This is an optimization exercise on Yosys and OpenROAD, whose aim is small area, a short achievable clock period and few clock cycles, not a production implementation.
Where RTL was checked, it was by simulation tests only, not by an equivalence proof against the original.
No functional check of the RTL was part of run 5.
No activity file was given, so power comes from the tool's default toggle rates.

**design/flow/config.mk**
```make
export PLATFORM = sky130hd
export DESIGN_NAME = SME
export DESIGN_NICKNAME = SME
export VERILOG_FILES = /design/flow/design.v
export SDC_FILE = /design/flow/constraint.sdc
export NUM_CORES = 4
export LEC_CHECK = 0
export ABC_AREA = 1
export CAP_MARGIN = 20
export CORE_MARGIN = 2
export CORE_UTILIZATION = 50
export CTS_BUF_LIST = sky130_fd_sc_hd__clkbuf_8 sky130_fd_sc_hd__clkbuf_16
export CTS_CLUSTER_DIAMETER = 60
export CTS_CLUSTER_SIZE = 20
export SETUP_SLACK_MARGIN = 3.8
export SLEW_MARGIN = 20
```
**design/flow/constraint.sdc**
```tcl
create_clock -name core_clock -period 6.0 [get_ports {clk}]
set_input_delay 1.2000 -clock core_clock [delete_from_list [all_inputs] [get_ports {clk}]]
set_output_delay 1.2000 -clock core_clock [all_outputs]
set_load 0.01 [all_outputs]
```
**design/flow/design.v**
```verilog
module SME(clk,reset,chardata,isstring,ispattern,valid,match,match_index);
input clk;
input reset;
input [7:0] chardata;
input isstring;
input ispattern;
output match;
output [4:0] match_index;
output valid;
integer i;
reg [7:0] S [0:31];      
reg [7:0] pstn [2:7];    
reg [4:0] off;           
reg [4:0] wp;            
reg       str_ff;        
reg       pat_ff;        
reg [3:0] jcnt;          
reg       rep;           
reg       rend;          
reg       valid_r;
reg       caret;         
reg       stopped;       
reg [31:0] c;            
reg [4:0] b;             
reg [7:0] rb;            
reg       match_r;
reg [4:0] idx_r;
assign valid = valid_r;
assign match = match_r;
assign match_index = idx_r;
function [6:0] pe8;
    input [7:0] v;
    input [23:0] pl;
    reg [7:0] a;
    reg [5:0] q [0:7];       
    integer n, k;
    begin
        a = v;
        for (k = 0; k < 8; k = k + 1) q[k] = {3'd0, pl[3*k +: 3]};
        for (n = 0; n < 3; n = n + 1) begin
            for (k = 0; k < 8; k = k + 1) begin
                if (k % (2 << n) == 0) begin
                    if (!a[k]) q[k] = q[k + (1 << n)];
                    q[k][3 + n] = ~a[k];
                    a[k] = a[k] | a[k + (1 << n)];
                end
            end
        end
        pe8 = {a[0], q[0]};
    end
endfunction
function [3:0] pe4;
    input [3:0] v;
    input [3:0] pb;
    begin
        pe4[3]   = |v;
        pe4[2:1] = v[0] ? 2'd0 : v[1] ? 2'd1 : v[2] ? 2'd2 : 2'd3;
        pe4[0]   = v[0] ? pb[0] : v[1] ? pb[1] : v[2] ? pb[2] : pb[3];
    end
endfunction
function [4:0] add5;
    input [4:0] a, b;
    reg cy;
    integer n;
    begin
        cy = 1'b0;
        for (n = 0; n < 5; n = n + 1) begin
            add5[n] = cy ? ~(a[n] ^ b[n]) : (a[n] ^ b[n]);
            cy = (a[n] ^ b[n]) ? cy : a[n];
        end
    end
endfunction
function [31:0] thermo;
    input [4:0] a;
    reg le;
    integer n, k;
    begin
        for (k = 0; k < 32; k = k + 1) begin
            le = 1'b1;                       
            for (n = 0; n < 5; n = n + 1)
                le = (a[n] == k[n]) ? le : k[n];
            thermo[k] = le;
        end
    end
endfunction
wire       pv   = ispattern | rep;
reg  [7:0] rnext;                
always @(*) begin
    case (jcnt[2:0])
        3'd1: rnext = ~pstn[2];
        3'd2: rnext = ~pstn[3];
        3'd3: rnext = ~pstn[4];
        3'd4: rnext = ~pstn[5];
        3'd5: rnext = ~pstn[6];
        3'd6: rnext = ~pstn[7];
        default: rnext = 8'h00;
    endcase
end
wire [7:0] src   = rep ? rb : chardata;
wire       first = (jcnt == 4'd0);
wire       isC   = rep ? (rb == 8'h5E) : (chardata == 8'h5E);
wire       zero  = rep ? (rb == 8'h00) : (chardata == 8'h00);
wire       stopc = zero & (~caret | (jcnt != 4'd1));
wire       skip  = first ? isC : (stopped | stopc);
reg [31:0] eq;
always @(*) begin
    for (i = 0; i < 32; i = i + 1) eq[i] = (S[i] == src);
end
wire [31:0] x = (first ? 32'hFFFFFFFF : c) & (eq | {32{skip}});
wire term   = pat_ff & ~ispattern;
wire repgo  = term & caret & (jcnt == 4'd1);
wire endc   = (term & ~repgo) | rend;
wire noterm = ~caret & ~stopped & jcnt[3];
wire [31:0] pr = c & {c[0], c[31:1]};
wire [3:0]  ml = {1'b1, b[1:0] != 2'd3, ~b[1], b[1:0] == 2'd0};   
reg  [7:0]  anyU, anyA;
reg  [23:0] plU, plA;
reg  [3:0]  gu, gm;
always @(*) begin
    for (i = 0; i < 8; i = i + 1) begin
        gu = pe4(c[4*i +: 4], pr[4*i +: 4]);
        gm = pe4(c[4*i +: 4] & ml, pr[4*i +: 4]);
        anyU[i] = gu[3];
        plU[3*i +: 3] = gu[2:0];
        anyA[i] = (i > b[4:2]) ? gu[3] : (i == b[4:2]) ? gm[3] : 1'b0;
        plA[3*i +: 3] = (i == b[4:2]) ? gm[2:0] : gu[2:0];
    end
end
wire [6:0] pa = pe8(anyA, plA);
wire [6:0] pc = pe8(anyU, plU);
wire [4:0] ks  = pa[6] ? {pa[5:3], pa[2:1]} : {pc[5:3], pc[2:1]};   
wire       nxt = pa[6] ? pa[0] : pc[0];
wire found = pc[6] & ~noterm;
reg       end2;          
reg       nxt_r;
reg [4:0] ks_r;
reg  [4:0] d_r;
wire [4:0] idx  = add5(ks_r, 5'd2 - b);  
wire [4:0] offn = add5(ks_r, d_r);      
wire [4:0] slot = str_ff ? wp : off;
always @(posedge clk or posedge reset) begin
    if (reset) begin
        for (i = 0; i < 32; i = i + 1) S[i] <= 8'h00;
    end else if (isstring) begin
        for (i = 0; i < 32; i = i + 1) if (slot == i) S[i] <= chardata;
    end
end
always @(posedge clk or posedge reset) begin
    if (reset) begin
        for (i = 2; i < 8; i = i + 1) pstn[i] <= 8'h00;
    end else begin
        for (i = 2; i < 8; i = i + 1)
            if ((ispattern | term) && jcnt == i) pstn[i] <= ispattern ? ~chardata : 8'hFF;
    end
end
always @(posedge clk or posedge reset) begin
    if (reset) begin
        off <= 5'd0;
        wp <= 5'd0;
        str_ff <= 1'b0;
        pat_ff <= 1'b0;
        jcnt <= 4'd0;
        rep <= 1'b0;
        rend <= 1'b0;
        valid_r <= 1'b0;
        end2 <= 1'b0;
    end else begin
        str_ff <= isstring;
        pat_ff <= ispattern;
        if (end2) off <= offn;
        wp <= slot + 5'd1;
        if (pv) jcnt <= jcnt + 4'd1;
        else if (repgo) jcnt <= 4'd1;
        else jcnt <= 4'd0;
        rep <= repgo | (rep & (jcnt != 4'd7));
        rend <= rep & (jcnt == 4'd7);
        end2 <= endc & found;
        valid_r <= (endc & ~found) | end2;    
    end
end
always @(posedge clk) begin
    if (pv) begin
        if (first) begin
            caret <= isC;
            stopped <= 1'b0;
        end else if (stopc) stopped <= 1'b1;
    end
    rb <= rep ? rnext : 8'h00;
    nxt_r <= nxt;
    ks_r <= ks;
    d_r <= off - b + 5'd1;
    match_r <= end2 & nxt_r;
    idx_r <= end2 ? idx : 5'd1;
end
always @(posedge clk or posedge reset) begin
    if (reset) begin
        c <= 32'd0;
        b <= 5'd0;
    end else if (pv) begin
        c <= {x[30:0], x[31]};
        b <= first ? (isC ? off : off + 5'd1) : b + 5'd1;
    end
end
endmodule
```
**design/flow/run.sh**
```bash
#!/bin/bash
# synth_recipe.tcl (not shown) runs the flow's synth.tcl, then flattens the netlist and writes it again
# the make line also repeats each setting of config.mk as NAME=value (left out here)
make -C /OpenROAD-flow-scripts/flow DESIGN_CONFIG=/design/flow/config.mk WORK_HOME=/design/flow/orfs CLKGATE_MAP_FILE= SYNTH_SCRIPT=/design/flow/synth_recipe.tcl finish
```
==> summary.txt, run 1 <==
flops & latches, synth=388; worst rel slew slack=0.608; Final Hold Fails=0; grt total ovfl=0; count of different cell masters after synthesis=44; starting density of the core=0.503; die height=209 µm; Crit path depth=1; Clk pin slew, worst setup/hold paths=~80 ps; share of post-route cells with drive strength above 1=0.153; ys async rst share=0.930; Worst EP arrival=1110 ps; syn nets=around 2,700; htree depth=1; FF-to-FF Start=rep; R2R depth=12; Synth Area in Compound Gates=0.118; first-pass GRT wire length=101,000 µm; Initial DRT Pass Iterations=6; die area=0.0436 mm²; number of buffers created by CTS=31; Peak VDD IR=0.355 mV; final core occ=0.586; Simple-Gate Fraction of Synth Area=0.261; Avg WL per Cell=19.8 µm; clock period minus worst slack=2310 ps; via count=17,882; drc violations=0; synth warn=5; Die W=209 µm; clock sink count=approximately 390; Final Setup Violations=0; post-synthesis sequential area ratio=0.457; core area=0.0417 mm²; I/O Pins=19; critical path class=reg2out; Buf+Inv Stages, Crit Path=1; Worst path slowest cell=dfrtp_1; CP Cell Sequence=buf_2; status=no timing/DRC/antenna violations; crit path capture type=primary output; list of most frequent post-synthesis cells=856 x nand2_1, 361 x dfrtp_1, 316 x o21ai_0; RD Place Congestion=0.923; max_cap viols=0; Fmax achieved=433 MHz; combinational family with the most area after synthesis=simple AND/OR/NAND/NOR gates; Clock Tree Buf Depth=3; Synth Area in Adders=0.0147; post-synthesis mux area share=0; max incr delay on CP=approximately 370 ps; commonest register cell after synthesis=dfrtp_1; reg2reg setup slack=3820 ps; post-DR vias/cell=5.44; initial antenna violation count=1; hold endpoint=match_r; Req. time, crit path=4800 ps; routed wire length=65,200 µm; sequential cell area=0.00961 mm²; WHS Path Cells=2; proportion of netlist area held by the largest area contributor=0.431; xor/xnor share of the synthesized area=0.0877; top cells by area, synth=dfrtp_1 43%, nand2_1 15%, o21ai_0 7.5%, xnor2_1 4.9%, xor2_1 3.9%; Synth Area per Inst=7.84 µm²; largest net degree at the start of global routing=about 130; leakage dissipation=11.8 nW; GRT Util Overall=0.296; DR iter-0 viols=approximately 1,600; Hold Crit Class=reg2reg; root buffer cell=clkbuf_16; ANT nets after route=0; post-synth top area cell=dfrtp_1; Area Growth Syn to Fin=16.4%; measured slew at the worst slew-check pin=587 ps; Post-synth EDFFs=2; RSZ-0062 raised after global routing=true; Final Max Tran Viols=0; nets@finish=2,759; TNS Setup=0 ps; FP Rows=75; crit path max fanout=1; Clock Latency Late Sink=610 ps; DP Wirelength=39,400 µm; mapped cell area=0.0210 mm²; reg2reg end=c[8]; IO Port Bufs=18; most frequent cell after synthesis=nand2_1; area of the multi-input gates=0.0109 mm²; # hold bufs at CTS=0; PwrDens=605 mW/mm²; synthesized instance count=2,674; Fillers=3,860; CP Launch Type=flop; CTS tree=done; Hold Path Origin=nxt_r; largest delay contributor family on the critical path=flip-flops; vias in the first global route=17,226; Worst Skew=20.8 ps; Final period util=0.384
[how the worst max path moves through the flow]
stage	startpoint	to	slack, ps
3_5_place_dp	chardata[0]	c[24]	1900
6_report	valid_r	valid	3690
4_1_cts	valid_r	valid	3670
2_1_floorplan	reset	S[0][0]	-40
3_3_place_gp	chardata[0]	c[28]	1950
5_1_grt	valid_r	valid	3660
[layout make-up]
| type | count | area share |
|---|---|---|
| Clock inverter | 24 | 0.0132 |
| Tap cell | 539 | 0.0276 |
| Timing Repair Buffer | 123 | 0.0568 |
| Antenna cell | 1 | 0.000102 |
| Sequential cell | 388 | 0.393 |
| Clock buffer | 33 | 0.0329 |
| Multi-Input combinational cell | 2010 | 0.445 |
| Inverter | 165 | 0.0295 |
| Timing Repair inverter | 4 | 0.00169 |
[where the power goes]
| group | leakage [nW] | switching (W) | internal [W] |
|---|---|---|---|
| sequential | 4.84 | 0.000949 | 0.00375 |
| clock | 0.549 | 0.00110 | 0.00119 |
| combinational | 6.42 | 0.00468 | 0.00311 |
| total | 11.8 | 0.00673 | 0.00805 |
[repair_timing]
| item | in CTS | in global routing |
|---|---|---|
| endpoints found under the setup margin | 576 | 429 |
| pin swaps | 29 | 24 |
| gates resized for setup | 178 | 115 |
| buffers inserted | 69 | 12 |
| cloned | 15 | 4 |
[cells by family (layout without fill, tap and decap cells)]
| logic type | count (synthesis) | count (layout) |
|---|---|---|
| flops | 388 | 388 |
| compound gates | 472 | 474 |
| buf+inv | 286 | 349 |
| simple gates | 1294 | 1302 |
| xor+xnor | 210 | 210 |
| fa+ha+maj | 24 | 24 |
| other cells | 0 | 1 |
[stage by stage]
stage / hold slack [ps] / setup slack (ps) / instance area (µm²) / power, W / instances
after global placement: 423 / 1950 / 21400 / 0.0110 / 3129
after CTS: 433 / 3670 / 23900 / 0.0143 / 3270
after detailed placement: 421 / 1900 / 21400 / 0.0111 / 3129
final: 428 / 3690 / 24400 / 0.0148 / 3287
after floorplan: 386 / -40.3 / 21100 / 0.00955 / 2674
after global routing: 454 / 3660 / 24400 / 0.0159 / 3287
[registers in the layout, summed over array words and instances (netlist names)]
register  flops
c            32
pstn         48
d_r           5
pat_ff        1
rb            8
caret         1
match_r       1
stopped       1
idx_r         5
off           5
jcnt          4
b             5
end2          1
rep           1
ks_r          5
nxt_r         1
wp            5
S           256
str_ff        1
valid_r       1
rend          1
[layout by cell type, fill, tap and decap left out, drive strengths merged, types with 2 or more instances in the layout]
cell type,instances
a21oi,85
a22oi,2
a31oi,2
buf,110
bufbuf,3
bufinv,5
clkbuf,42
clkinv,10
clkinvlp,5
dfrtp,361
dfxtp,25
edfxtp,2
ha,23
inv,173
nand2,890
nand3,126
nand3b,8
nand4,16
nor2,171
nor3,29
o211ai,2
o21ai,352
o22ai,20
o31ai,4
o41a,4
or2,62
xnor2,117
xor2,93
[routing by layer]
layer / track usage / routed length [µm]
met5: 0 / 0
met4: 0.0857 / 1940
met3: 0.0298 / 3020
met2: 0.484 / 30300
met1: 0.420 / 29900
Testbench counts, summed over its fixed seeds: cycles 3,283.
==> inputs of run 2 (changes only) <==
--- a/design/flow/design.v
+++ b/design/flow/design.v
@@ -106,7 +106,7 @@
 always @(*) begin
     for (i = 0; i < 32; i = i + 1) eq[i] = (S[i] == src);
 end
-wire [31:0] x = (first ? 32'hFFFFFFFF : c) & (eq | {32{skip}});
+wire [31:0] x = (first ? 32'hFFFFFFFF : c) & (eq | {32{skip | ~pv}});
 wire term   = pat_ff & ~ispattern;
 wire repgo  = term & caret & (jcnt == 4'd1);
 wire endc   = (term & ~repgo) | rend;
@@ -192,12 +192,11 @@
     match_r <= end2 & nxt_r;
     idx_r <= end2 ? idx : 5'd1;
 end
-always @(posedge clk or posedge reset) begin
-    if (reset) begin
-        c <= 32'd0;
+always @(posedge clk) c <= {x[30:0], x[31]};
+always @(posedge clk or posedge reset) begin
+    if (reset) begin
         b <= 5'd0;
     end else if (pv) begin
-        c <= {x[30:0], x[31]};
         b <= first ? (isC ? off : off + 5'd1) : b + 5'd1;
     end
 end
--- a/design/flow/config.mk
+++ b/design/flow/config.mk
@@ -8,9 +8,9 @@
 export ABC_AREA = 1
 export CAP_MARGIN = 20
 export CORE_MARGIN = 2
-export CORE_UTILIZATION = 50
+export CORE_UTILIZATION = 60
 export CTS_BUF_LIST = sky130_fd_sc_hd__clkbuf_8 sky130_fd_sc_hd__clkbuf_16
 export CTS_CLUSTER_DIAMETER = 60
 export CTS_CLUSTER_SIZE = 20
-export SETUP_SLACK_MARGIN = 3.8
+export SETUP_SLACK_MARGIN = 3.7
 export SLEW_MARGIN = 20
==> run 2 against run 1 <==
Combinational power fell by 5.9%. Maximum frequency increased by 0.55%. Worst hold slack worse by 19 ps. Register-to-register slack got worse by 30 ps. Wire length shrank 3.7%. Sequential share of layout area increased by 0.93 points. Largest power group unchanged. Cell count shrank 8.8%. Setup slack better by 13 ps. Die area shrank 18%. Global-route usage grew 5.3 points. Synthesized cell count is 6.2% lower.
==> summary.txt, run 2 <==
first-pass GRT wire length=95,600 µm; Initial DRT Pass Iterations=6; core area=about 0.034 mm²; clock period minus worst slack=2290 ps; routed wire length=62,800 µm; nets@finish=between 2,000 and 3,000; crit path capture type=primary output; Worst Skew=33.7 ps; RSZ-0062 raised after global routing=true; top cells by area, synth=dfrtp_1 40%, nand2_1 13%, o21ai_0 8.2%, xor2_1 6.2%, dfxtp_1 5.6%; Area Growth Syn to Fin=14.4%; synth warn=5; die height=189 µm; largest delay contributor family on the critical path=flip-flops; Hold Path Origin=nxt_r; number of buffers created by CTS=30; clock sink count=around 390; leakage dissipation=11.4 nW; post-DR vias/cell=5.77; starting density of the core=0.610; TNS Setup=0 ps; commonest non-fill, non-tap cell in the layout=nand2_1; ys async rst share=0.848; Worst EP arrival=roughly 1100 ps; Peak VDD IR=0.338 mV; most frequent cell after synthesis=nand2_1; max_cap viols=0; commonest register cell after synthesis=dfrtp_1; via count=17,303; root buffer cell=clkbuf_16; flops & latches, synth=388; grt total ovfl=0; Final WS setup=3710 ps; final core occ=0.698; GRT Util Overall=0.349; I/O Pins=19; critical path class=reg2out; Req. time, crit path=around 4800 ps; FP Rows=67; register with the most flip-flops=S; Final period util=0.382; CTS tree=done; Avg WL per Cell=20.9 µm; die area=0.0357 mm²; Hold Crit Class=reg2reg; CP Launch Type=flop; WHS Path Cells=2; Final Hold Fails=0; crit path max fanout=1; proportion of netlist area held by the largest area contributor=0.401; CP Cell Sequence=buf_6; R2R depth=9; Clk pin slew, worst setup/hold paths=70 ps; IO Port Bufs=18; Worst path slowest cell=dfrtp_1; ANT nets after route=0; worst rel slew slack=0.572; DP Wirelength=36,000 µm; Buf+Inv Stages, Crit Path=1; Total Power=0.0144 W; Clock Tree Buf Depth=3; drc violations=0; most frequent cells in the layout=675 x nand2_1, 332 x o21ai_0, 323 x dfrtp_1; DR iter-0 viols=1,751; Clock Latency Late Sink=620 ps; largest net degree at the start of global routing=around 160; Place WS=2070 ps; list of most frequent post-synthesis cells=700 x nand2_1, 337 x o21ai_0, 329 x dfrtp_1; count of different cell masters after synthesis=50; max incr delay on CP=380 ps; status=no timing/DRC/antenna violations; Post-synth EDFFs=2; Fillers=2,663; mapped cell area=0.0205 mm²; measured slew at the worst slew-check pin=641 ps; htree depth=1; hold endpoint=match_r; FF-to-FF Start=rep; Synth Area per Inst=8.18 µm²; vias in the first global route=about 16,000; Fmax achieved=between 400 and 500 MHz; n_diodes=0; hold slack final=409 ps; share of post-route cells with drive strength above 1=0.136; reg2reg end=c[6]; Final Setup Violations=0; syn nets=2,543; max reg flops=256; initial antenna violation count=0; PwrDens=612 mW/mm²; post-synth top area cell=dfrtp_1; Final Max Tran Viols=0; post-synthesis sequential area ratio=0.460; reg2reg setup slack=3790 ps; RD Place Congestion=0.924; Die W=189 µm; synthesized instance count=2,507; biggest regs=S (256), pstn (48), c (32)
[run 2: metrics by stage]
stage          area [µm²]  cells
4_1_cts             23100   2988
3_3_place_gp        20700   2879
6_report            23500   2999
5_1_grt             23500   2999
2_1_floorplan       20500   2507
3_5_place_dp        20700   2879
[run 2: power by group]
group | leakage [nW] | total, W | switching, W | internal [W]
clock | 0.525 | 0.00216 | 0.00106 | 0.00110
sequential | 4.71 | 0.00487 | 0.00111 | 0.00376
combinational | 6.14 | 0.00733 | 0.00431 | 0.00302
[run 2: logic make-up after synthesis]
| logic type | synth area share |
|---|---|
| buf+inv | 0.0677 |
| compound gates | 0.131 |
| flops | 0.460 |
| simple gates | 0.224 |
| xor+xnor | 0.102 |
| fa+ha+maj | 0.0150 |
[run 2: layout make-up]
type                    instances  area (µm²)  share of cell area
repair buffers                 99        1580              0.0674
clock inverters                22         235              0.0100
multi-input cells            1833       10100               0.432
flip-flops and latches        388        9440               0.403
inverters                     175         679              0.0290
clock buffers                  34         817              0.0348
well taps                     448         561              0.0239
[run 2: layer usage]
layer / GRT usage / routed length [µm]
met4: 0.142 / 2820
met5: 0 / 0
met1: 0.486 / 26600
met2: 0.551 / 28400
met3: 0.0506 / 4950
[run 2: how the worst max path moves through the flow]
stage / start / endpoint / slack [ps] / cells after the start
floorplan: reset / S[0][0] / 410 / 1
global placement: chardata[2] / c[30] / 2150 / 10
detailed placement: chardata[2] / c[1] / 2070 / 10
CTS: chardata[0] / c[17] / 3590 / 11
global route: ispattern / pstn[4][2] / 3590 / 5
finish: valid_r / valid / 3710 / 1
[run 2: repair_timing]
| action | CTS | global route |
|---|---|---|
| setup buffers | 35 | 5 |
| pin swaps | 15 | 19 |
| hold buffers | 0 | 0 |
| gates cloned | 18 | 6 |
| resized for setup | 168 | 58 |
| setup endpoints to repair | 362 | 350 |
Testbench counts of run 2, summed over its fixed seeds: cycles 3,283.
==> inputs of run 3 (changes only) <==
--- a/design/flow/config.mk
+++ b/design/flow/config.mk
@@ -12,5 +12,5 @@
 export CTS_BUF_LIST = sky130_fd_sc_hd__clkbuf_8 sky130_fd_sc_hd__clkbuf_16
 export CTS_CLUSTER_DIAMETER = 60
 export CTS_CLUSTER_SIZE = 20
-export SETUP_SLACK_MARGIN = 3.7
+export SETUP_SLACK_MARGIN = 3.8
 export SLEW_MARGIN = 20
==> run 3 against run 2 <==
Worst hold slack improved by 11 ps. Combinational power barely moved. Wire length fell by 2.7%. Critical endpoint unchanged. Largest power group unchanged. Still clean on timing, DRC and antenna. Largest cell class unchanged. Highest routed layer unchanged. Cell count rose by 0.47%.
==> summary.txt, run 3 <==
largest delay contributor family on the critical path=flip-flops; Synth Area per Inst=8.18 µm²; flops & latches, synth=388; count of different cell masters after synthesis=50; max reg flops=roughly 260; GRT Util Overall=0.340; list of most frequent post-synthesis cells=700 x nand2_1, 337 x o21ai_0, 329 x dfrtp_1; crit path max fanout=1; n_diodes=0; Req. time, crit path=4800 ps; Placed Cells=2,878; Clk pin slew, worst setup/hold paths=70 ps; syn nets=2,543; Worst path slowest cell=dfrtp_1; post-synthesis sequential area ratio=0.460; synthesized instance count=2,507; commonest register cell after synthesis=dfrtp_1; most frequent cells in the layout=671 x nand2_1, 333 x o21ai_0, 322 x dfrtp_1; RD Place Congestion=0.940; Fmax achieved=439 MHz; leakage dissipation=11.4 nW; htree depth=1; nets@finish=2,576; routed wire length=61,100 µm; proportion of netlist area held by the largest area contributor=0.401; worst rel slew slack=0.538; post-synth top area cell=dfrtp_1; number of buffers created by CTS=31; critical path class=reg2out; first-pass GRT wire length=93,600 µm; grt total ovfl=0; CP Launch Type=flop; Fillers=2,699; Die W=189 µm; Clock Latency Late Sink=610 ps; commonest non-fill, non-tap cell in the layout=nand2_1; status=no timing/DRC/antenna violations; register with the most flip-flops=S; max_cap viols=0; synth warn=5; Final period util=0.379; Avg WL per Cell=20.3 µm; most frequent cell after synthesis=nand2_1; # hold bufs at CTS=0; crit path capture type=primary output; TNS Setup=0 ps; Worst EP arrival=1080 ps; Worst Skew=28.7 ps; vias in the first global route=16,175; Hold Crit Class=reg2reg; root buffer cell=clkbuf_16; CTS tree=done; Buf+Inv Stages, Crit Path=1; via count=17,103; DR iter-0 viols=roughly 1,400; clock period minus worst slack=2280 ps; max incr delay on CP=360 ps; die height=189 µm; CP Cell Sequence=buf_2; Initial DRT Pass Iterations=6; FP Rows=between 60 and 70; post-DR vias/cell=between 5 and 6; I/O Pins=19; most crowded layer after global routing=met2; ys async rst share=0.848; measured slew at the worst slew-check pin=691 ps; drc violations=0; Cell Count, Final, Fillers Out=between 3,000 and 4,000; met1 usage=0.475; starting density of the core=0.610; Final Setup Violations=0; largest net degree at the start of global routing=153; core area=roughly 0.034 mm²; Post-synth EDFFs=2; Area Growth Syn to Fin=14.3%; M2 GR Usage=0.542; RSZ-0062 raised after global routing=true; DP Wirelength=36,100 µm; share of post-route cells with drive strength above 1=0.147; Final Hold Fails=0; die area=0.0357 mm²; initial antenna violation count=0; IO Port Bufs=18; mapped cell area=~0.021 mm²; Clock Tree Buf Depth=3; Final Max Tran Viols=0; ANT nets after route=0; met3 Resource Use GR=0.0532; top cells by area, synth=dfrtp_1 40%, nand2_1 13%, o21ai_0 8.2%, xor2_1 6.2%, dfxtp_1 5.6%; PwrDens=611 mW/mm²; Peak VDD IR=around 0.33 mV; biggest regs=S (256), pstn (48), c (32); clock sink count=between 300 and 400
run 3: cell counts after synthesis:
No cell type changed its count.
run 3: report_power, final:
part           internal (W)  switching (W)  total (W)  leakage (nW)
clock network       0.00113        0.00105    0.00218         0.536
logic               0.00299        0.00433    0.00732          6.14
registers           0.00377        0.00106    0.00483          4.71
run 3: worst register-to-register path: cells and delay by family, from the launching register on:
family	cells	cell delay [ps]
adders and majority gates	1	160
AOI/OAI and AO/OA	2	200
DFF	1	500
buffers and inverters	2	220
and+or+nand+nor	4	900
run 3: worst paths after layout:
check	start	to	slack [ps]	cells after the start
setup / recovery	valid_r	valid	3720	1
hold / removal	nxt_r	match_r	420	2
setup reg to reg	str_ff	S[30][3]	3900	9
hold reg to reg	nxt_r	match_r	420	2
max in group asynchronous	reset	S[3][4]	3940	3
min in group asynchronous	reset	pat_ff	1050	2
run 3: area by class of cell:
cell class	instances	area [µm²]	area share
clock buffer	36	845	0.0360
clock inverter	22	223	0.00950
inverter	175	708	0.0302
multi-input combinational	1833	10200	0.435
sequential	388	9450	0.403
tap	448	561	0.0239
timing repair buffer	109	1460	0.0621
timing repair inverter	2	16.3	0.000694
run 3: metrics by stage:
step           area [µm²]  utilization  hold slack (ps)  setup slack [ps]  total power [W]
2_1_floorplan       20600            -              386               407          0.00939
3_3_place_gp        20700        0.616              403              1960           0.0108
3_5_place_dp        20700        0.616              411              1850           0.0109
4_1_cts             22900        0.682              422              3700           0.0138
5_1_grt             23400        0.697              437              3690           0.0153
6_report            23400        0.697              420              3720           0.0143
run 3: logic make-up after synthesis:
group / after synthesis / share of synthesized area
xor gates and xnor gates: 240 / 0.102
adders and majority gates: 24 / 0.0150
AOI/OAI and AO/OA: 484 / 0.131
and+or+nand+nor: 1081 / 0.224
DFF: 388 / 0.460
buffers and inverters: 290 / 0.0677
run 3: routing by layer:
metal,vias up,wire length [µm]
met5,-,0
met4,0,2540
met3,147,4610
met2,655,27700
met1,8151,26300
li1,8150,-
run 3: what timing repair did:
item                                    4_1_cts  5_1_grt
pin swaps                                    15       18
endpoints found under the setup margin      501      354
cloned                                       15        4
resized for setup                           183       62
buffers inserted                             33       25
==> inputs of run 4 (changes only) <==
--- a/design/flow/config.mk
+++ b/design/flow/config.mk
@@ -10,7 +10,7 @@
 export CORE_MARGIN = 2
 export CORE_UTILIZATION = 60
 export CTS_BUF_LIST = sky130_fd_sc_hd__clkbuf_8 sky130_fd_sc_hd__clkbuf_16
-export CTS_CLUSTER_DIAMETER = 60
-export CTS_CLUSTER_SIZE = 20
+export CTS_CLUSTER_DIAMETER = 70
+export CTS_CLUSTER_SIZE = 25
 export SETUP_SLACK_MARGIN = 3.8
 export SLEW_MARGIN = 20
==> run 4 against run 3 <==
Clock skew up 8.2 ps. Non-clock buffer count increased by 1. Core utilization down 0.089 points. Critical path type unchanged.
==> summary.txt, run 4 <==
Post-synth EDFFs=2; commonest non-fill, non-tap cell in the layout=nand2_1; PwrDens=606 mW/mm²; CP Cell Sequence=buf_2; most frequent cell after synthesis=nand2_1; Clk pin slew, worst setup/hold paths=90 ps; met3 WL=4740 µm; routed wire length=approximately 60,000 µm; source of the critical timing path=valid_r; DR iter-0 viols=roughly 1,500; FF-to-FF Start=rep; DR WL met2=27,600 µm; Post-DP Area=0.0207 mm²; Req. time, crit path=4800 ps; Final WS setup=3720 ps; Avg WL per Cell=20.4 µm; max_cap viols=0; Placed Cells=2,878; starting density of the core=0.610; die area=around 0.036 mm²; ys async rst share=0.848; Fmax achieved=439 MHz; FP Rows=67; n_diodes=0; critical path class=reg2out; CTS tree=done; crit path capture type=primary output; Fillers=2,721; Finished Cell Area=0.0234 mm²; initial antenna violation count=0; Clock Tree Buf Depth=3; post-synthesis sequential area ratio=0.460; max incr delay on CP=370 ps; switching share of power=0.461; top cells by area, synth=dfrtp_1 40%, nand2_1 13%, o21ai_0 8.2%, xor2_1 6.2%, dfxtp_1 5.6%; mapped cell area=0.0205 mm²; Worst path slowest cell=dfrtp_1; Worst EP arrival=around 1100 ps; vias in the first global route=16,108; flops & latches, synth=slightly below 400; Hold Path Origin=nxt_r; M1 wire length=26,100 µm; syn nets=2,543; largest delay contributor family on the critical path=flip-flops; Synth Area per Inst=around 8.2 µm²; sequential share of power=0.340; htree depth=1; max reg flops=256; CP Launch Type=flop; Final Hold Fails=0; nets@finish=2,574; Worst Skew=37.0 ps; largest net degree at the start of global routing=153; reg2reg end=c[30]; IO Port Bufs=18; Clock Latency Late Sink=600 ps; post-synth top area cell=dfrtp_1; grt total ovfl=0; Int Pwr=0.00766 W; measured slew at the worst slew-check pin=610 ps; Clock power frac=0.138; Hold Crit Class=reg2reg; biggest regs=S (256), pstn (48), c (32); clock sink count=~390; clock period minus worst slack=2280 ps; synth warn=5; proportion of netlist area held by the largest area contributor=0.401; number of buffers created by CTS=26; Final Setup Violations=0; I/O Pins=19; crit path max fanout=1; core area=about 0.034 mm²; first-pass GRT wire length=93,600 µm; Comb pwr share=0.522; Die W=189 µm; GRT Util Overall=0.339; via count=~17,000; hold slack final=421 ps; R2R depth=9; Sw Pwr=0.00654 W; Crit path depth=1; list of most frequent post-synthesis cells=700 x nand2_1, 337 x o21ai_0, 329 x dfrtp_1; Place WS=roughly 1900 ps; DP Wirelength=36,100 µm; reg2reg setup slack=3860 ps; status=no timing/DRC/antenna violations; highest metal used=met4; Cell Count, Final, Fillers Out=3,006; share of post-route cells with drive strength above 1=0.155; Peak VDD IR=0.336 mV; RD Place Congestion=approximately 0.94; commonest register cell after synthesis=dfrtp_1; count of different cell masters after synthesis=50; Buf+Inv Stages, Crit Path=1; post-DR vias/cell=5.70; synthesized instance count=2,507; Final Max Tran Viols=0; Area Growth Syn to Fin=14.1%; root buffer cell=clkbuf_16; ANT nets after route=0; register with the most flip-flops=S; Initial DRT Pass Iterations=6; drc violations=0; die height=roughly 190 µm; Final period util=0.379; worst rel slew slack=0.593; most frequent cells in the layout=669 x nand2_1, 331 x o21ai_0, 322 x dfrtp_1; crit path capture=valid; RSZ-0062 raised after global routing=true; leakage dissipation=11.3 nW; TNS Setup=0 ps
[run 4: layer usage]
metal,vias to the layer above,GRT usage
li1,8123,-
met5,-,0
met2,646,0.531
met4,0,0.130
met3,167,0.0475
met1,8195,0.483
[run 4: logic make-up after synthesis]
logic type / synth area share
buffers and inverters: 0.0677
AOI/OAI and AO/OA: 0.131
adders and majority gates: 0.0150
DFF: 0.460
xor gates and xnor gates: 0.102
and+or+nand+nor: 0.224
[run 4: layout make-up]
class | count | area (µm²) | share of cell area
Multi-Input combinational cell | 1834 | 10300 | 0.440
Clock inverter | 21 | 267 | 0.0114
Sequential cell | 388 | 9450 | 0.404
Inverter | 175 | 718 | 0.0307
Clock buffer | 27 | 664 | 0.0284
Tap cell | 448 | 561 | 0.0239
Timing Repair Buffer | 110 | 1440 | 0.0615
Timing Repair inverter | 3 | 21.3 | 0.000909
[run 4: repair_timing]
item	4_1_cts	5_1_grt
endpoints found under the setup margin	511	389
hold buffers	0	0
setup buffers	31	28
resized for setup	188	87
cloned	16	5
pin swaps	23	31
[run 4: worst min-delay path by stage]
stage              end  depth (start not counted)
4_1_cts        match_r                          2
2_1_floorplan  match_r                          2
3_5_place_dp   match_r                          2
3_3_place_gp   match_r                          2
5_1_grt        match_r                          2
6_report       match_r                          2
[run 4: power by group through the flow]
| stage | registers (W) | logic (W) | clock network, W |
|---|---|---|---|
| floorplan | 0.00444 | 0.00495 | 0 |
| global placement | 0.00483 | 0.00592 | 0 |
| detailed placement | 0.00486 | 0.00605 | 0 |
| CTS | 0.00479 | 0.00686 | 0.00198 |
| global route | 0.00495 | 0.00819 | 0.00208 |
| finish | 0.00483 | 0.00740 | 0.00196 |
[run 4: worst register-to-register path: cells and delay by family (launching register included)]
family / cells / cell delay [ps]
AO/OA/AOI/OAI: 1 / 150
XOR/XNOR: 1 / 160
buffers and inverters: 3 / 540
flip-flops: 1 / 600
AND/OR/NAND/NOR: 4 / 600
[run 4: stage by stage]
| stage | power (W) | utilization |
|---|---|---|
| floorplan | 0.00939 | - |
| global placement | 0.0108 | 0.616 |
| finish | 0.0142 | 0.696 |
| CTS | 0.0136 | 0.679 |
| detailed placement | 0.0109 | 0.616 |
| global route | 0.0152 | 0.696 |
==> inputs of run 5 (changes only) <==
--- a/design/flow/design.v
+++ b/design/flow/design.v
@@ -22,7 +22,6 @@
 reg       stopped;       
 reg [31:0] c;            
 reg [4:0] b;             
-reg [7:0] rb;            
 reg       match_r;
 reg [4:0] idx_r;
 assign valid = valid_r;
@@ -84,16 +83,16 @@
     end
 endfunction
 wire       pv   = ispattern | rep;
-reg  [7:0] rnext;                
+reg  [7:0] rb;                   
 always @(*) begin
     case (jcnt[2:0])
-        3'd1: rnext = ~pstn[2];
-        3'd2: rnext = ~pstn[3];
-        3'd3: rnext = ~pstn[4];
-        3'd4: rnext = ~pstn[5];
-        3'd5: rnext = ~pstn[6];
-        3'd6: rnext = ~pstn[7];
-        default: rnext = 8'h00;
+        3'd2: rb = ~pstn[2];
+        3'd3: rb = ~pstn[3];
+        3'd4: rb = ~pstn[4];
+        3'd5: rb = ~pstn[5];
+        3'd6: rb = ~pstn[6];
+        3'd7: rb = ~pstn[7];
+        default: rb = 8'h00;
     endcase
 end
 wire [7:0] src   = rep ? rb : chardata;
@@ -185,7 +184,6 @@
             stopped <= 1'b0;
         end else if (stopc) stopped <= 1'b1;
     end
-    rb <= rep ? rnext : 8'h00;
     nxt_r <= nxt;
     ks_r <= ks;
     d_r <= off - b + 5'd1;
--- a/design/flow/config.mk
+++ b/design/flow/config.mk
@@ -10,7 +10,7 @@
 export CORE_MARGIN = 2
 export CORE_UTILIZATION = 60
 export CTS_BUF_LIST = sky130_fd_sc_hd__clkbuf_8 sky130_fd_sc_hd__clkbuf_16
-export CTS_CLUSTER_DIAMETER = 70
-export CTS_CLUSTER_SIZE = 25
+export CTS_CLUSTER_DIAMETER = 60
+export CTS_CLUSTER_SIZE = 20
 export SETUP_SLACK_MARGIN = 3.8
 export SLEW_MARGIN = 20
==> run 5 against run 4 <==
Via count is 27% higher. Highest routed layer is now met5. Largest power group unchanged. Sequential power hardly changed. Global-route usage is 7.2 points higher.
==> summary.txt, run 5 <==
ys async rst share=0.866; Fmax achieved=396 MHz; max reg flops=~260; biggest regs=S (256), pstn (48), c (32); reg2reg end=c[8]; starting density of the core=0.612; Clk pin slew, worst setup/hold paths=80 ps; area of the multi-input gates=0.0119 mm²; most frequent cells in the layout=1,139 x nand2_1, 383 x inv_1, 358 x o21ai_0; Req. time, crit path=6520 ps; hold slack final=414 ps; Area Growth Syn to Fin=20.6%; CP Launch Type=flop; Final Max Tran Viols=0; worst rel slew slack=0.490; R2R depth=14; core area=roughly 0.036 mm²; most frequent cell after synthesis=nand2_1; initial antenna violation count=5; Placed Cells=3,525; sequential cell area=0.00929 mm²; switching share of power=0.507; largest net degree at the start of global routing=150; Int Pwr=approximately 0.009 W; post-synthesis sequential area ratio=0.424; Die W=195 µm; routed wire length=a little over 80,000 µm; clock period minus worst slack=~2500 ps; reg2reg setup slack=3480 ps; Clock power frac=0.123; RD Place Congestion=0.916; vias in the first global route=around 20,000; count of different cell masters after synthesis=47; critical path class=reg2reg; Hold Crit Class=reg2reg; die height=195 µm; Avg WL per Cell=21.7 µm; CTS tree=done; share of post-route cells with drive strength above 1=0.157; Sw Pwr=0.00928 W; Cell Count, Final, Fillers Out=between 3,000 and 4,000; GRT Util Overall=0.411; CP Cell Sequence=inv_4, ha_4, buf_6, nand3b_1, nand3_4, o21ai_4, buf_12, nand2_8, nand2_1, nor2_4, nand2_4, nand2_8, nand2_8, a21oi_2; list of most frequent post-synthesis cells=1,228 x nand2_1, 393 x inv_1, 366 x o21ai_0; source of the critical timing path=jcnt[0]; mapped cell area=0.0219 mm²; flops & latches, synth=380; TNS Setup=0 ps; status=no timing/DRC/antenna violations; commonest non-fill, non-tap cell in the layout=nand2_1; grt total ovfl=0; Worst Skew=roughly 41 ps; Clock Tree Buf Depth=3; DP Wirelength=41,100 µm; Worst path slowest cell=dfrtp_2; register with the most flip-flops=S; Final Setup Violations=0; Post-synth EDFFs=2; Fillers=2,765; Peak VDD IR=approximately 0.36 mV; crit path max fanout=8; commonest register cell after synthesis=dfrtp_1; proportion of netlist area held by the largest area contributor=0.376; I/O Pins=19; Comb pwr share=0.613; htree depth=2; Final period util=0.421; sequential share of power=0.264; clock sink count=380; via count=21,803; cell seen most often among critical-path stages=nand2_8; Final Hold Fails=0; top cells by area, synth=dfrtp_1 38%, nand2_1 21%, o21ai_0 8.4%, inv_1 6.7%, dfxtp_1 4.5%; root buffer cell=clkbuf_16; IO Port Bufs=18; WHS Path Cells=2; syn nets=between 3,000 and 4,000; crit path capture=c[8]; number of buffers created by CTS=34; Initial DRT Pass Iterations=6; PwrDens=roughly 700 mW/mm²; max_cap viols=0; first-pass GRT wire length=~120,000 µm; ANT nets after route=0; DR iter-0 viols=roughly 2,300; synth warn=5; # hold bufs at CTS=0; synthesized instance count=3,168; Clock Latency Late Sink=590 ps; die area=0.0380 mm²; Worst EP arrival=3040 ps; crit path capture type=flop; nets@finish=3,286; measured slew at the worst slew-check pin=762 ps; leakage dissipation=13.4 nW; RSZ-0062 raised after global routing=true; drc violations=0; Synth Area per Inst=6.90 µm²; max incr delay on CP=460 ps; FF-to-FF Start=jcnt[0]; post-synth top area cell=dfrtp_1; FP Rows=between 60 and 70; post-DR vias/cell=5.83
[run 5: changes by cell type in the layout (fill, tap and decap cells not counted), moves of 19 or more]
cell	before	now
nand3_1	73	102
buf_4	48	76
nor2_2	13	32
nand2_2	35	70
nor2_1	144	178
xor2_1	144	60
nand3b_1	3	48
nor3_1	26	5
nand2_1	669	1139
xnor2_1	93	6
nor3_2	27	1
nand2_8	7	26
o21ai_0	331	358
inv_1	151	383
[run 5: layout make-up]
cell class | instances | share of cell area
antenna | 2 | 0.000190
tap | 461 | 0.0219
clock inverter | 25 | 0.00778
timing repair inverter | 3 | 0.000996
sequential | 380 | 0.352
multi-input combinational | 2269 | 0.449
inverter | 404 | 0.0615
timing repair buffer | 157 | 0.0726
clock buffer | 36 | 0.0337
[run 5: logic make-up (layout without fill, tap and decap cells)]
family          Yosys count  in the layout  synth area share
other cells               0              2                 0
xor+xnor                 70             70            0.0280
flops                   380            380             0.424
simple gates           1680           1700             0.314
compound gates          472            474             0.121
fa+ha+maj                25             25            0.0146
buf+inv                 541            625            0.0982
[run 5: metal layers]
layer	up-vias	global-route usage	share of wire
met5	-	0	0.00048
met4	6	0.271	0.081
met1	10105	0.517	0.36
met2	1331	0.622	0.43
met3	367	0.114	0.13
li1	9994	-	-
[run 5: per-stage QoR]
stage               worst slack (ps)  area, µm²  total power (W)   util
detailed placement              1560      22200           0.0125  0.621
global route                    3270      26400           0.0194  0.738
floorplan                        407      22000           0.0105      -
CTS                             3610      25400           0.0169  0.712
finish                          3480      26400           0.0183  0.738
global placement                1680      22200           0.0123  0.621
[run 5: how the worst min path moves through the flow]
stage,startpoint,end,slack (ps)
2_1_floorplan,nxt_r,match_r,390
4_1_cts,nxt_r,match_r,420
6_report,nxt_r,match_r,410
3_3_place_gp,nxt_r,match_r,400
3_5_place_dp,nxt_r,match_r,410
5_1_grt,nxt_r,match_r,440
[run 5: critical path, delay by kind of cell, from the launching register on]
| kind | cells | cell delay [ps] |
|---|---|---|
| flops | 1 | 460 |
| simple gates | 8 | 1090 |
| fa+ha+maj | 1 | 200 |
| buf+inv | 3 | 430 |
| compound gates | 2 | 250 |
[run 5: repair_timing]
item	in CTS	in global routing
gates cloned	29	7
buffers inserted	79	34
pin swaps	42	68
resized for setup	287	144
endpoints found under the setup margin	465	578
[run 5: power groups by stage]
stage / Clock, W / Combinational, W / Sequential, W
CTS: 0.00225 / 0.00985 / 0.00476
global placement: 0 / 0.00760 / 0.00473
finish: 0.00226 / 0.0112 / 0.00484
floorplan: 0 / 0.00613 / 0.00438
detailed placement: 0 / 0.00776 / 0.00477
global route: 0.00235 / 0.0121 / 0.00496

static timing again, ports no longer ideal:
Ports are ideal in the flow. The routed layouts listed here were re-timed in OpenROAD. Step 1 (the two cells are an assumption about what drives the block):
set clk [get_ports {clk}]
set_driving_cell -lib_cell sky130_fd_sc_hd__clkbuf_16 $clk
set_driving_cell -lib_cell sky130_fd_sc_hd__buf_2 [delete_from_list [all_inputs] $clk]
Step 2 adds t to the input delays and takes it off the output delays; t is the mean of the earliest and latest rising clock arrival at the registers after step 1. Input paths then give back, and output paths get back, about the clock's delay inside the block. a / b / c = ideal / step 1 / step 2; a / b = the first two.
| run | t (ns) | setup slack, ns | slew at the worst register clock pin (ns) | worst data-port slew with drivers (ns) | pins driven straight from the clock port |
|---|---|---|---|---|---|
| run 1 | 0.650 | 3.693 / 3.638 / 3.179 | 0.09 / 0.09 | 0.04 | 1 |
| run 2 | 0.658 | 3.706 / 3.649 / 3.106 | 0.09 / 0.09 | 0.04 | 1 |
| run 3 | 0.653 | 3.725 / 3.667 / 3.170 | 0.08 / 0.08 | 0.04 | 1 |
| run 4 | 0.641 | 3.724 / 3.665 / 3.124 | 0.10 / 0.10 | 0.06 | 1 |
| run 5 | 0.625 | 3.476 / 3.476 / 2.910 | 0.08 / 0.08 | 0.04 | 1 |
After both steps every run listed still meets setup and hold.
